Source: an optimization exercise on an open RTL-to-GDS flow (aim: small area). Production flows keep margins and buffers that such runs may drop.
Only simulation tests tie the RTL to the original design; equivalence was not proved.
Power figures rest on the tool's default switching activity, not on a simulated workload.

===== design/flow/flow/run.sh =====
#!/bin/bash
# Standard layout with three changes: an area-oriented ABC script in
# synthesis, port buffers made from the smallest buffer cell, and a clock
# tree of small buffers without dummy loads.
set -euo pipefail
W="$(cd "$(dirname "$0")/.." && pwd)"
export AREA_ABC_SCRIPT="$W/flow/area.abc"
export FLOW_SYNTH_TCL="$W/synth_recipe.tcl"
export BUFFER_PORTS_ARGS="-buffer_cell sky130_fd_sc_hd__buf_1"
export CTS_ARGS="-sink_clustering_enable -repair_clock_nets -dont_use_dummy_load -buf_list sky130_fd_sc_hd__clkbuf_4 -sink_clustering_size 8 -sink_clustering_max_diameter 40 -sink_buffer_max_cap_derate 1.0"
sed "s|SYNTH_SCRIPT=[^ ]*|SYNTH_SCRIPT=$W/flow/synth_area.tcl|" "$W/standard.sh" > "$W/standard_area.sh"
grep -q "SYNTH_SCRIPT=$W/flow/synth_area.tcl" "$W/standard_area.sh"
bash "$W/standard_area.sh" > "$W/standard_flow.log" 2>&1

===== design/flow/flow/area.abc =====
strash
ifraig
dc2
dch -f
amap -m -F 2 -A 8
topo
stime -c
dnsize -c

===== design/flow/flow/synth_area.tcl =====
# The standard flow's synthesis script, with the ABC step run on an area-oriented script
# (flow/area.abc) instead of ORFS's delay-oriented one.  Everything else,
# including flip-flop mapping, is synth_recipe.tcl unchanged.
proc abc {args} {
  set i [lsearch $args -script]
  if {$i >= 0} { lset args [expr {$i + 1}] $::env(AREA_ABC_SCRIPT) }
  yosys abc {*}$args
}
source $::env(FLOW_SYNTH_TCL)

===== design/flow/standard.sh =====
#!/bin/bash
# synth_recipe.tcl (not shown) runs the flow's synth.tcl, then flattens the netlist and writes it again
# the make line also repeats each setting of config.mk as NAME=value (left out here)
make -C /OpenROAD-flow-scripts/flow DESIGN_CONFIG=/design/flow/config.mk WORK_HOME=/design/flow/orfs CLKGATE_MAP_FILE= SYNTH_SCRIPT=/design/flow/synth_recipe.tcl "${@:-finish}"

===== design/flow/config.mk =====
export PLATFORM = sky130hd
export DESIGN_NAME = video_core
export DESIGN_NICKNAME = video_core
export VERILOG_FILES = /design/flow/design.v
export SDC_FILE = /design/flow/constraint.sdc
export NUM_CORES = 4
export LEC_CHECK = 0
export CAP_MARGIN = 20
export CORE_MARGIN = 2
export CORE_UTILIZATION = 40
export PLACE_DENSITY = 0.6
export SLEW_MARGIN = 20

===== design/flow/constraint.sdc =====
create_clock -name core_clock -period 10.0 [get_ports {clk}]
set_input_delay 2.0000 -clock core_clock [delete_from_list [all_inputs] [get_ports {clk}]]
set_output_delay 2.0000 -clock core_clock [all_outputs]
set_load 0.01 [all_outputs]

===== design/flow/design.v =====
`timescale 1ns / 1ps
module video_core(
	input         clk,
	input         rst_n,
	input  [7:0]  vpo,
	input         config_done,
	input         enhance_enable,
	input         video_zoom,
	input         cross_output,
	output [9:0]  lut_addr,
	input  [7:0]  lut_data,
	output [19:0] sram_a_addr,
	output        sram_a_ce_n,
	output        sram_a_we_n,
	output        sram_a_oe_n,
	output [15:0] sram_a_dout,
	output        sram_a_doe,
	input  [15:0] sram_a_din,
	output [19:0] sram_b_addr,
	output        sram_b_ce_n,
	output        sram_b_we_n,
	output        sram_b_oe_n,
	output [15:0] sram_b_dout,
	output        sram_b_doe,
	input  [15:0] sram_b_din,
	output [7:0]  enc_data,
	output        frame_flag,
	output        decode_error,
	output [7:0]  img_mean,
	output        iris_int,
	output [7:0]  max_gray
);
function [19:0] radd;
	input [19:0] a;
	input [19:0] b;
	input        ci;
	integer i;
	reg c;
	begin
		c = ci;
		for (i = 0; i < 20; i = i + 1) begin
			radd[i] = a[i] ^ b[i] ^ c;
			c = (a[i] & b[i]) | (a[i] & c) | (b[i] & c);
		end
	end
endfunction
reg [7:0] d1, d2;
always @(posedge clk or negedge rst_n)
	if (!rst_n) begin
		d1 <= 8'h00;
		d2 <= 8'h00;
	end else begin
		d1 <= vpo;
		d2 <= d1;
	end
localparam DI  = 4'b0000, DW  = 4'b0001, DE1 = 4'b0010, DE2 = 4'b0011,
           DCB = 4'b0100, DLB = 4'b0101, DCR = 4'b0110, DLR = 4'b0111,
           DNP = 4'b1000, DFL = 4'b1001, DEL = 4'b1010, DNL = 4'b1011,
           DER = 4'b1100;
localparam RNP = 2'b00, RFL = 2'b01, REL = 2'b10, RNL = 2'b11;
reg [3:0]  ds;
reg [1:0]  dr;
reg [9:0]  hp;           
reg [15:0] pv;           
reg        fld;
reg        flag;
reg        iris;
reg        err;
reg        we_w;
reg        ce_w;
reg [7:0]  mgb;          
reg [7:0]  mg;
reg [7:0]  lutr;
reg [7:0]  img_hi;       
reg [16:0] img_lo;
reg [7:0]  dlo, dhi;     
wire d_ff = (d2 == 8'hFF);
wire d_00 = (d2 == 8'h00);
wire d_ok = !d_ff && !d_00;
wire in_line   = (ds[3:2] == 2'b01);
wire is_chroma = in_line && !ds[0];
wire is_luma   = in_line && ds[0];
wire st_di  = (ds == DI);
wire st_del = (ds == DEL);
wire cap_go = st_di && config_done;
wire [7:0] lut_lo = (enhance_enable && is_chroma) ? d1 : lutr;
assign lut_addr = {!flag, 1'b0, lut_lo};
wire pv_last = (pv == (fld ? 16'd58995 : 16'd46035));
wire pv_inc  = st_del && d2[5:4] == 2'b01;
wire win = !fld && (hp >= 10'd103) && (hp < 10'd615) && (pv >= 16'd1350) && (pv < 16'd12870);
wire acc = is_luma && d_ok && win;
wire [19:0] img_lo_sum = radd({3'd0, img_lo}, {12'd0, acc ? d2 : 8'd0}, 1'b0);
always @(posedge clk or negedge rst_n)
	if (!rst_n) begin
		ds <= DI;
		flag <= 1'b0;
		iris <= 1'b0;
		err <= 1'b0;
		we_w <= 1'b1;
		ce_w <= 1'b1;
		mgb <= 8'h00;
		mg <= 8'h00;
		lutr <= 8'h00;
		img_hi <= 8'h00;
	end else begin
		case (ds)
		DI:
			if (config_done) begin
				err <= 1'b0;
				flag <= ~flag;
				iris <= 1'b0;
				we_w <= 1'b1;
				ce_w <= 1'b1;
				mg <= mgb;
				ds <= DW;
			end
		DW:
			if (d_ff) ds <= DE1;
		DE1:
			ds <= d_00 ? DE2 : DER;
		DE2:
			ds <= d_00 ? {2'b10, dr} : DER;
		DNP:
			ds <= DW;
		DFL:
			if (d2[6:4] == 3'b000) begin
				ds <= DCB;
				ce_w <= 1'b0;
			end else
				ds <= DW;
		DCB: begin
			we_w <= 1'b1;
			if (d_ff) ds <= DE1;
			else if (d_00) ds <= DER;
			else ds <= DLB;
		end
		DCR: begin
			we_w <= 1'b1;
			ds <= d_ok ? DLR : DER;
		end
		DLB, DLR:
			if (d_ok) begin
				ds <= ds[1] ? DCB : DCR;
				if (d2 >= mgb) mgb <= d2;
				we_w <= 1'b0;
			end else
				ds <= DER;
		DEL: begin
			we_w <= 1'b1;
			ce_w <= 1'b1;
			if (d2[6:4] == 3'b111)
				ds <= DI;
			else if (d2[6:4] == 3'b011) begin
				ds <= DW;
				iris <= 1'b0;
			end else if (d2[5:4] == 2'b01) begin
				if (!fld && pv == 16'd12870) iris <= 1'b1;
				ds <= DW;
			end else
				ds <= DER;
		end
		DNL:
			if (d2[5:4] == 2'b00) begin
				ds <= DCB;
				ce_w <= 1'b0;
			end else
				ds <= DW;
		DER:
			if (config_done)
				ds <= DI;
			else begin
				we_w <= 1'b1;
				ce_w <= 1'b1;
				err <= 1'b1;
			end
		default:
			ds <= DER;
		endcase
		if (is_chroma && d_ok && enhance_enable) lutr <= d1;
		img_hi <= cap_go ? 8'h00 : radd({12'd0, img_hi}, 20'd0, img_lo_sum[17]);
	end
always @(posedge clk) begin
	if (st_di) dr <= RNP;
	else if (ds == DNP && d2[6:5] == 2'b01) dr <= RFL;
	else if (in_line) dr <= REL;
	else if (st_del) dr <= RNL;
	hp <= in_line ? radd({10'd0, hp}, 20'd0, is_chroma && d_ok) : 10'h3FF;
	if (st_di)
		pv <= 16'd0;
	else if ((st_del && d2[6:4] == 3'b011) || (pv_inc && pv_last && fld))
		pv <= 16'd12960;
	else if (pv_inc && pv_last)
		pv <= 16'd0;
	else
		pv <= radd({4'd0, pv}, {14'd0, pv_inc, 1'b0, pv_inc, pv_inc, 1'b0, pv_inc}, 1'b0);
	if (st_di) fld <= 1'b0;
	else if (st_del && d2[6:4] == 3'b011) fld <= 1'b1;
	img_lo <= st_di ? 17'd0 : img_lo_sum[16:0];
	if (!is_luma) dlo <= d2;
	dhi <= enhance_enable ? lut_data : d2;
end
wire [19:0] wr_hi = radd({4'd0, pv}, {14'd0, hp[9:4]}, 1'b0);
wire [19:0] wr_addr = {wr_hi[15:0], hp[3:0]};
wire [15:0] wr_data = {dhi, dlo};
assign img_mean = img_hi;
assign max_gray = mg;
assign iris_int = iris;
assign decode_error = err;
assign frame_flag = flag;
localparam EI  = 4'b0000, EW  = 4'b0001, EE1 = 4'b0010, EE2 = 4'b0011,
           EAC = 4'b0100, EER = 4'b0101,
           ENP = 4'b1000, EOD = 4'b1001, EEL = 4'b1010, ENL = 4'b1011;
localparam NNP = 2'b00, NOD = 2'b01, NEL = 2'b10, NNL = 2'b11;
reg [3:0]  es;
reg [1:0]  en;
reg        zd, zd1;
reg [10:0] q;
reg        qfv;
reg [8:0]  lc;
reg [7:0]  mp;
reg        ce_r;
reg        fe;
reg [7:0]  y0, y1, cr;
reg [19:1] bf;
wire [15:0] rd_data = flag ? sram_a_din : sram_b_din;
wire [9:0]  q2 = q[10:1];
wire [8:0]  rx  = zd1 ? {1'b0, lc[8:1]} : lc;
wire [9:0]  ry  = zd1 ? {1'b0, q[10:2]} : q[10:1];
wire [19:0] rxf = radd({11'd0, rx}, {11'd0, fe, 1'b0, zd1, fe, 1'b0, zd1, 3'd0}, 1'b0);
wire [19:0] ryk = radd({10'd0, ry}, {12'd0, zd1, 1'b0, zd1, zd1, 1'b0, zd1, 2'd0}, 1'b0);
wire [19:0] rx5  = radd(rxf, {rxf[17:0], 2'd0}, 1'b0);
wire [19:0] rx45 = radd(rx5, {rx5[16:0], 3'd0}, 1'b0);
wire [19:0] rd_hi = radd(rx45, {14'd0, ryk[9:4]}, 1'b0);
wire [19:0] a_calc = {rd_hi[15:0], ryk[3:0]};
wire [19:0] rd_addr = (zd1 && q[2:0] != 3'd0) ? {bf, 1'b1} : a_calc;
wire e_ff = (d1 == 8'hFF);
wire e_00 = (d1 == 8'h00);
wire st_ei  = (es == EI);
wire st_eac = (es == EAC);
wire st_eel = (es == EEL);
wire enc_go = st_ei && config_done;
wire q_end  = (q == 11'd1439);
wire run    = st_eac && !e_ff && !q_end;
wire xhair = cross_output && (((lc == 9'd144) && (q2 >= 10'd335) && (q2 < 10'd385)) ||
                              ((q2 == 10'd360) && (lc > 9'd134) && (lc <= 9'd154)));
wire zload  = run && !q[0] && !xhair && zd1;
wire load0  = zload && (q[2:1] == 2'd0);
wire load2  = zload && (q[2:1] == 2'd1);
always @(posedge clk or negedge rst_n)
	if (!rst_n) begin
		es <= EI;
		qfv <= 1'b0;
		ce_r <= 1'b1;
		bf <= 19'd0;
	end else begin
		case (es)
		EI:
			if (config_done) begin
				es <= EW;
				qfv <= 1'b0;
				ce_r <= 1'b1;
			end
		EW:
			if (e_ff) es <= EE1;
		EE1:
			es <= e_00 ? EE2 : EER;
		EE2:
			es <= e_00 ? {2'b10, en} : EER;
		ENP:
			es <= EW;
		EOD:
			if (d1[6:4] == 3'b000) begin
				es <= EAC;
				ce_r <= 1'b0;
			end else
				es <= EW;
		EAC:
			if (e_ff)
				es <= EE1;
			else if (q_end) begin
				qfv <= 1'b0;
				es <= EW;
			end else
				qfv <= 1'b1;
		EEL: begin
			ce_r <= 1'b1;
			if (d1[6:4] == 3'b111)
				es <= EI;
			else if (d1[6:4] == 3'b011 || d1[5:4] == 2'b01)
				es <= EW;
			else
				es <= EER;
		end
		ENL:
			if (d1[5:4] == 2'b00) begin
				es <= EAC;
				ce_r <= 1'b0;
			end else
				es <= EW;
		EER:
			if (config_done)
				es <= EI;
			else
				ce_r <= 1'b1;
		default:
			es <= EER;
		endcase
		if (load0) bf <= a_calc[19:1];
	end
always @(posedge clk) begin
	zd <= video_zoom;
	zd1 <= zd;
	if (st_ei) en <= NNP;
	else if (es == ENP && d1[6:5] == 2'b01) en <= NOD;
	else if (st_eac) en <= NEL;
	else if (st_eel) en <= NNL;
	q <= (enc_go || (st_eac && !e_ff && q_end)) ? 11'd0 : radd({9'd0, q}, 20'd0, run);
	lc <= (enc_go || (st_eel && d1[6:4] == 3'b011)) ? 9'd0 :
	      radd({11'd0, lc}, 20'd0, st_eel && d1[5:4] == 2'b01);
	if (enc_go) fe <= 1'b0;
	else if (st_eel && d1[6:4] == 3'b011) fe <= 1'b1;
	if (enc_go) begin
		y0 <= 8'h10;
		y1 <= 8'h10;
		cr <= 8'h80;
	end else begin
		if (load0) y0 <= rd_data[15:8];
		if (load2) begin
			y1 <= rd_data[15:8];
			cr <= rd_data[7:0];
		end
	end
	mp <= 8'h00;
	if (run) begin
		if (!q[0]) begin
			if (xhair)
				mp <= 8'h80;
			else if (zd1)
				case (q[2:1])
				2'd0, 2'd1: mp <= rd_data[7:0];
				2'd2: mp <= 8'd189;
				default: mp <= cr;
				endcase
			else
				mp <= 8'd49;
		end else begin
			if (xhair)
				mp <= (rd_data[15:8] > 8'd128) ? 8'd20 : 8'd220;
			else if (zd1)
				mp <= q[2] ? y1 : y0;
			else
				mp <= rd_data[15:8];
		end
	end
end
assign enc_data = qfv ? mp : d2;
assign sram_b_addr = flag ? wr_addr : rd_addr;
assign sram_b_ce_n = flag ? ce_w : ce_r;
assign sram_b_we_n = flag ? we_w : 1'b1;
assign sram_b_oe_n = flag ? 1'b1 : ce_r;
assign sram_b_dout = wr_data;
assign sram_b_doe  = flag;
assign sram_a_addr = flag ? rd_addr : wr_addr;
assign sram_a_ce_n = flag ? ce_r : ce_w;
assign sram_a_we_n = flag ? 1'b1 : we_w;
assign sram_a_oe_n = flag ? ce_r : 1'b1;
assign sram_a_dout = wr_data;
assign sram_a_doe  = !flag;
endmodule

==> impl_metrics.py <==
metrics = {
    "setup_path": {
        "cp_num_buf_inv": 9,
        "path_depth": 29,
        "cp_top_family": "adder cells",
        "rr_startpoint": "d2[0]$_DFF_PN0_",
        "ff2ff_path_depth": 36,
        "worstSetupStartpointType": "register",
        "startpoint": "zd1$_DFF_P_",
        "slowest_delay_ps": 490,
        "r2r-end": "img_hi[6]$_DFF_PN0_",
        "endpoint": "sram_b_addr[19]",
        "crit_slowest_cell": "fa_1",
        "cp_max_fo": 12,
        "crit_top_cell": "fa_1",
        "r2r_slack_ps": 1470,
        "crit_type": "reg -> out",
        "cp.arrival_ps": 7560,
        "critPathCaptureType": "primary output",
        "cp.required_ps": 8000,
    },
    "die": {
        "core_sq_um": 26200,
        "io_pins": 171,
        "rows": 59,
        "dieArea_sq_um": 28100,
        "fp.dieW_um": 168,
        "start_util_pct": 40.9,
        "fp.dieH_um": 168,
    },
    "power_and_ir_drop": {
        "power_mw": 2.69,
        "ir_worst_vdd_mv": 0.139,
        "power_density_nw_per_um2": 223,
        "power.leakage_nw": 5.04,
    },
    "min_path": {
        "min_path_type": "reg -> reg",
    },
    "clock_network": {
        "cts_buffers": 36,
        "cts_htree_levels": 2,
        "clock_latency_ps": 640,
        "cts_root_buf": "clkbuf_4",
        "path_clk_slew_ps": 80,
        "tritoncts": "yes",
        "cts_hold_buf": 0,
        "cts_sinks": 201,
        "ctsLongestPathBuffers": 3,
    },
    "drt": {
        "viasPerCell": 5.47,
        "detail-route-antenna-nets": 0,
        "drtPass1Iterations": 5,
        "drt_wl_total_um": 28000,
        "vias": 8969,
        "wl_per_cell_um": 17.1,
        "drtIter0Drc": 634,
        "drc": 0,
    },
    "layout": {
        "nets": 1494,
        "nFillCells": 2578,
        "layout-drive-gt1-share_pct": 4.83,
        "syn2layout_area_growth_pct": 12.5,
        "final_core_util_pct": 46.0,
        "fin_cells": 1641,
    },
    "job": {
        "cap_violations": 0,
    },
    "sta": {
        "slew_headroom_pct": 37.5,
        "finalClockSkew_ps": 62.1,
        "final-setup-viol-count": 0,
        "finalHoldViolCount": 0,
        "fin_crit_sh_pct": 95.6,
        "finalMaxSlewViolations": 0,
        "worst_slew_pin_slew_ps": 930,
        "setup_tns_ps": 0,
        "post-route-min-period_ps": 9560,
        "max_freq_mhz": 105,
    },
    "global_route": {
        "grt_pass1_wl_um": 44800,
        "grt_max_degree": 68,
        "grt.overflow.total": 0,
        "grt.total_usage_pct": 19.8,
        "antenna_found_initial": 2,
        "grt_pass1_vias": 8537,
    },
    "logic_synthesis": {
        "yosysWarnings": 1,
        "synth_top_family_by_area": "compound AO/OA/AOI/OAI gates",
        "ys_ff_latch": 201,
        "synth_top_area_share_pct": 20.7,
        "synthMuxAreaShare_pct": 0.105,
        "avgSynthCellArea_sq_um": 9.69,
        "postSynth.asyncResetShare_pct": 40.8,
        "yosysSeqAreaShare_pct": 42.2,
        "synth_area_sq_um": 10700,
        "synth_xor_area_share_pct": 0,
        "synth-edff-count": 8,
        "synthSimpleGateAreaFrac_pct": 13.7,
        "synth-compound-area-share_pct": 19.1,
        "syn_inst": 1106,
        "synth_ff_type": "dfxtp_1",
        "netlist_top_cells_area": "dfxtp_1, dfrtp_1, ha_1",
        "syn-num-nets": 1294,
        "synth_area_leader_cell": "dfxtp_1",
        "synth_fa_ha_area_share_pct": 18.4,
        "synth_cell_type_count": 48,
    },
    "placed_design": {
        "place_congestion": 0.956,
        "port_buffers": 169,
        "dp.cells": 1600,
        "dp_hpwl_um": 20500,
    },
    "run_status": {
        "status": "no timing/DRC/antenna violations",
    },
}
-- cells by family (layout without fill, tap and decap cells) --
family	Yosys count	after routing
and+or+nand+nor	304	304
AOI/OAI and AO/OA	298	298
DFF	201	201
buffers and inverters	167	365
adders and majority gates	134	134
other	1	3
muxes	1	1
-- cell usage in the layout (no fill, tap or decap), types with 36 or more instances in the layout --
master / synthesis / final
ha_1: 95 / 95
nor3_1: 36 / 36
dfrtp_1: 79 / 78
dfxtp_1: 111 / 109
o21ai_0: 49 / 48
nor2b_1: 45 / 45
nand2_1: 50 / 50
fa_1: 39 / 39
buf_1: 0 / 168
clkbuf_4: 0 / 37
clkinv_1: 148 / 146
nor2_1: 104 / 103
o22ai_1: 106 / 102
-- cell usage after synthesis (2+ instances only) --
library cell and instances:
a221oi_1 7, a22o_1 21, a2111oi_0 2, nor3_1 36, o21a_1 13, dfxtp_1 111, o221a_1 21, nand3_1 13
a221o_1 3, fa_1 39, or4_1 3, dfrtp_1 79, o21ai_0 49, nand2_1 50, nor2_1 104, ha_1 95
o211ai_1 3, nor2b_1 45, nand4_1 10, buf_4 19, or2_0 17, a311o_1 2, clkinv_1 148, nor4_1 11
o22ai_1 106, a41oi_1 2, o221ai_1 5, a211oi_1 6, and3_1 9, a21oi_1 35, o22a_1 9, dfstp_2 3
a311oi_1 2, a31oi_1 5, edfxtp_1 8, or3_1 3
-- worst reg2reg max path, delay by kind of cell, from the launching register on --
kind / cells / cell delay, ps
buffers and inverters: 3 / 550
DFF: 1 / 360
AOI/OAI and AO/OA: 1 / 360
adders and majority gates: 24 / 5970
and+or+nand+nor: 8 / 1180
-- worst min-delay path by stage --
| stage | from | to | slack, ps | depth (start not counted) |
|---|---|---|---|---|
| finish | zd$_DFF_P_ | zd1$_DFF_P_ | 400 | 0 |
| global placement | d1[7]$_DFF_PN0_ | d2[7]$_DFF_PN0_ | 410 | 0 |
| CTS | zd$_DFF_P_ | zd1$_DFF_P_ | 400 | 0 |
| global route | zd$_DFF_P_ | zd1$_DFF_P_ | 410 | 0 |
| detailed placement | zd$_DFF_P_ | zd1$_DFF_P_ | 420 | 0 |
| floorplan | zd$_DFF_P_ | zd1$_DFF_P_ | 310 | 0 |
-- cell type report --
class | count | area [sq um] | area share, %
Clock buffer | 36 | 270 | 2.24
Tap cell | 335 | 419 | 3.48
Multi-Input combinational cell | 738 | 5540 | 46.0
Antenna cell | 2 | 5.00 | 0.0415
Timing Repair Buffer | 181 | 736 | 6.10
Inverter | 148 | 559 | 4.64
Sequential cell | 201 | 4520 | 37.5
-- routing by layer --
metal | wire length (um) | part of all wire [%] | GRT usage [%] | vias to the layer above
met4 | 804 | 2.9 | 6.77 | 0
met2 | 12900 | 46 | 32.1 | 293
met3 | 1390 | 5.0 | 3.57 | 64
li1 | - | - | - | 4387
met5 | 0 | 0 | 0 | -
met1 | 12900 | 46 | 26.9 | 4225
-- report_power, final --
group / total [mW] / switching, mW / leakage (nW) / internal [mW]
Clock: 0.443 / 0.277 / 0.166 / 0.166
Combinational: 1.14 / 0.730 / 2.87 / 0.410
Sequential: 1.10 / 0.119 / 2.01 / 0.985
-- flip-flops by register name, summed over array words and instances, names as in the netlist, 2 cells and up --
signal,flops
bf,19
cr,8
d1,8
d2,8
dhi,8
dlo,8
dr,2
ds,4
en,2
es,4
hp,10
img_hi,8
img_lo,17
lc,9
lutr,8
mg,8
mgb,8
mp,8
pv,16
q,11
y0,8
y1,8
-- repair_timing --
item,in CTS,in global routing
gates resized for setup,2,10
endpoints found under the setup margin,4,4
buffers inserted,0,2
cloned,0,0
-- stage by stage --
stage	worst slack [ps]	hold slack, ps	cell area [sq um]
floorplan	406	310	10700
global placement	736	415	11700
detailed placement	541	419	11700
CTS	124	398	12000
global route	-28.9	414	12100
finish	444	405	12100

-- re-timing with driven ports --
Ports are ideal in the flow. The routed layout listed here was re-timed in OpenROAD.
Step 1 (the two cells are an assumption about what drives the block):
set clk [get_ports {clk}]
set_driving_cell -lib_cell sky130_fd_sc_hd__clkbuf_16 $clk
set_driving_cell -lib_cell sky130_fd_sc_hd__buf_2 [delete_from_list [all_inputs] $clk]
Step 2 adds t to the input delays and takes it off the output delays; t is the mean of the earliest and latest rising clock arrival at the registers after step 1. Input paths then give back, and output paths get back, about the clock's delay inside the block.
a / b / c = no drivers / after step 1 / after step 2; a / b = the first two.
shift t [ns]: 0.651
setup slack, ns: 0.444 / 0.402 / 1.053
hold WS [ns]: 0.405 / 0.405 / 0.405
worst setup path at the end: register to output
latest minus earliest clock arrival (ns): 0.062 / 0.062
After both steps setup and hold are still met in this run. For this run, drivers alone change the setup slack by -0.042 ns; drivers and shift together by +0.609 ns.
